What follows belongs to an exercise in optimizing a design on an open flow for low power; a production flow would make more cautious choices. Function was checked by simulation only, so behaviour that the tests miss may differ from the original. The flow treats the clock pin as an ideal source. Dropping or thinning the clock tree relies on that and would not hold on a real chip. Power and IR drop assume default switching activity.

Design fifo, start of the top module:
module fifo #(
    parameter DATA_WIDTH = 16,
    parameter DEPTH = 64,
    parameter ALMOST_FULL_THRESH = 56,
    parameter ALMOST_EMPTY_THRESH = 8
)(
    input                   clk,
    input                   rst_n,
    input                   wr_en,
    input  [DATA_WIDTH-1:0] wr_data,
    input                   rd_en,
    output [DATA_WIDTH-1:0] rd_data,
    output                  full,
    output                  empty,
    output                  almost_full,
    output                  almost_empty,
    output                  overflow_err,
    output                  underflow_err,
    output [DATA_WIDTH-1:0] fifo_count
);
export LEC_CHECK = 0
export CAP_MARGIN = 0
export CORE_MARGIN = 2
export CORE_UTILIZATION = 60
export PLACE_DENSITY = 0.8
export SLEW_MARGIN = 0
create_clock -name core_clock -period 3.3 [get_ports {clk}]
standard.sh (not shown) runs the stock make flow with config.mk's settings and CLKGATE_MAP_FILE= SYNTH_SCRIPT=/design/flow/synth_recipe.tcl, a recipe that flattens the netlist after the stock synthesis.
==> flow/flow/run.sh <==
#!/bin/bash
# Standard layout (the standard.sh) with a custom clock tree: ORFS's cts step
# sources flow/custom_cts.tcl (PRE_CTS_TCL), which builds the tree and stands in
# for TritonCTS. Everything else is the standard flow.
set -euo pipefail
export PRE_CTS_TCL="$(pwd)/flow/custom_cts.tcl"
export CCTS_CLK=clk
export CCTS_LEAF_MAX=31
export CCTS_MID_MAX=6
export CCTS_MID_BUF=sky130_fd_sc_hd__clkbuf_16
bash standard.sh > standard.log 2>&1
==> flow/flow/custom_cts.tcl <==
# Custom clock tree, sourced by ORFS's cts step (PRE_CTS_TCL) before its call to
# clock_tree_synthesis, which it then replaces with a no-op.
# The flip-flops are split into compact groups of at most LEAF_MAX by recursive
# balanced bisection of their placement; each group gets a clkbuf_16 at its centre.
# The leaf buffers are grouped (buffers CCTS_MID_BUF above the leaves) the same way (at most MID_MAX per group) up to one
# root buffer, which is the only cell the clock port drives.
set leaf_max [expr {[info exists ::env(CCTS_LEAF_MAX)] ? $::env(CCTS_LEAF_MAX) : 28}]
set mid_max  [expr {[info exists ::env(CCTS_MID_MAX)] ? $::env(CCTS_MID_MAX) : 6}]
set bufname  [expr {[info exists ::env(CCTS_BUF)] ? $::env(CCTS_BUF) : "sky130_fd_sc_hd__clkbuf_16"}]

set ::ccts_block [ord::get_db_block]
set ::ccts_master [[ord::get_db] findMaster $bufname]
set midname [expr {[info exists ::env(CCTS_MID_BUF)] ? $::env(CCTS_MID_BUF) : $bufname}]
set ::ccts_mid_master [[ord::get_db] findMaster $midname]
set clk_net [$::ccts_block findNet $::env(CCTS_CLK)]

# items: list of {x y iterm}
proc ccts_split {items nparts} {
  if {$nparts <= 1} { return [list $items] }
  set xs [lmap it $items {lindex $it 0}]
  set ys [lmap it $items {lindex $it 1}]
  set dx [expr {[tcl::mathfunc::max {*}$xs] - [tcl::mathfunc::min {*}$xs]}]
  set dy [expr {[tcl::mathfunc::max {*}$ys] - [tcl::mathfunc::min {*}$ys]}]
  set key [expr {$dx >= $dy ? 0 : 1}]
  set sorted [lsort -real -index $key $items]
  set na [expr {$nparts / 2}]
  set nb [expr {$nparts - $na}]
  set n [llength $sorted]
  set cut [expr {int(round(double($n) * $na / $nparts))}]
  set a [lrange $sorted 0 [expr {$cut - 1}]]
  set b [lrange $sorted $cut end]
  return [concat [ccts_split $a $na] [ccts_split $b $nb]]
}

proc ccts_center {items} {
  set sx 0.0; set sy 0.0
  foreach it $items { set sx [expr {$sx + [lindex $it 0]}]; set sy [expr {$sy + [lindex $it 1]}] }
  set n [llength $items]
  return [list [expr {int($sx / $n)}] [expr {int($sy / $n)}]]
}

set ::ccts_count 0
proc ccts_add_buffer {level x y loads} {
  set name "ccts_${level}_$::ccts_count"
  incr ::ccts_count
  set m [expr {$level == 0 ? $::ccts_master : $::ccts_mid_master}]
  set inst [odb::dbInst_create $::ccts_block $m $name]
  set net [odb::dbNet_create $::ccts_block "clknet_$name"]
  $net setSigType CLOCK
  [$inst findITerm X] connect $net
  foreach it $loads {
    set iterm [lindex $it 2]
    $iterm disconnect
    $iterm connect $net
  }
  set w [[$inst getMaster] getWidth]
  set h [[$inst getMaster] getHeight]
  $inst setLocation [expr {$x - $w / 2}] [expr {$y - $h / 2}]
  $inst setPlacementStatus PLACED
  return [list $x $y [$inst findITerm A]]
}

set sinks {}
foreach iterm [$clk_net getITerms] {
  set bb [[$iterm getInst] getBBox]
  lappend sinks [list [expr {([$bb xMin] + [$bb xMax]) / 2}] [expr {([$bb yMin] + [$bb yMax]) / 2}] $iterm]
}
puts "custom cts: [llength $sinks] sinks on [$clk_net getName]"

set level 0
set nodes $sinks
set maxn $leaf_max
while {[llength $nodes] > 1} {
  set ngroups [expr {int(ceil(double([llength $nodes]) / $maxn))}]
  set groups [ccts_split $nodes $ngroups]
  set next {}
  foreach g $groups {
    lassign [ccts_center $g] x y
    lappend next [ccts_add_buffer $level $x $y $g]
  }
  puts "custom cts: level $level: [llength $nodes] loads in [llength $groups] groups"
  set nodes $next
  set maxn $mid_max
  incr level
}
# the clock port now drives only the root buffer
[lindex $nodes 0 2] connect $clk_net
proc ::clock_tree_synthesis {args} { puts "custom clock tree already built; clock_tree_synthesis skipped" }
==> next run, changes <==
--- a/flow/flow/run.sh
+++ b/flow/flow/run.sh
@@ -9,3 +9,3 @@
 export CCTS_MID_MAX=6
-export CCTS_MID_BUF=sky130_fd_sc_hd__clkbuf_16
+export CCTS_MID_BUF=sky130_fd_sc_hd__clkbuf_8
 bash standard.sh > standard.log 2>&1
The new run produced a clean layout; wire length stays flat; maximum frequency shrinks by 1.5%; hold slack loses 0.10 ns; power falls by 1.0%; die area does not change.
==> next run, changes <==
--- a/flow/flow/run.sh
+++ b/flow/flow/run.sh
@@ -7,3 +7,3 @@
 export CCTS_CLK=clk
-export CCTS_LEAF_MAX=31
+export CCTS_LEAF_MAX=33
 export CCTS_MID_MAX=6
What happened: Global-route usage is about the same; die area stays the same; design area stays flat; utilization hardly moves; critical path depth does not change; worst setup slack gets better by 0.0046 ns; wire length went down by 0.30%; fmax barely changes.
No run of this note takes its clock network from TritonCTS; it comes from the design's own scripts or RTL.

[port drivers added, routing unchanged]
The results above use ideal ports. As a check the final layouts listed here were re-extracted and re-timed, cells and wires unchanged. Step 1: set_driving_cell puts a clkbuf_16 on clk and a buf_2 on each other input, an assumption about the parent block. Step 2 also shifts input and output timing later by t, the mid clock arrival at the registers, as if the neighbouring blocks saw the same clock. a / b / c = ideal ports / drivers / drivers and shift; a / b = the first two.
run | t, ns | slack for setup (ns) | slew at the worst register clock pin (ns) | worst slew at a driven data input, ns | cell pins on the clock port's net
the first run | 0.677 | 0.072 / 0.008 / 0.216 | 0.12 / 0.12 | 0.03 | 1
the second run | 0.777 | 0.022 / -0.041 / 0.191 | 0.12 / 0.12 | 0.03 | 1
the third run | 0.784 | 0.027 / -0.040 / 0.154 | 0.12 / 0.12 | 0.03 | 1
After both steps every run listed still meets setup and hold.
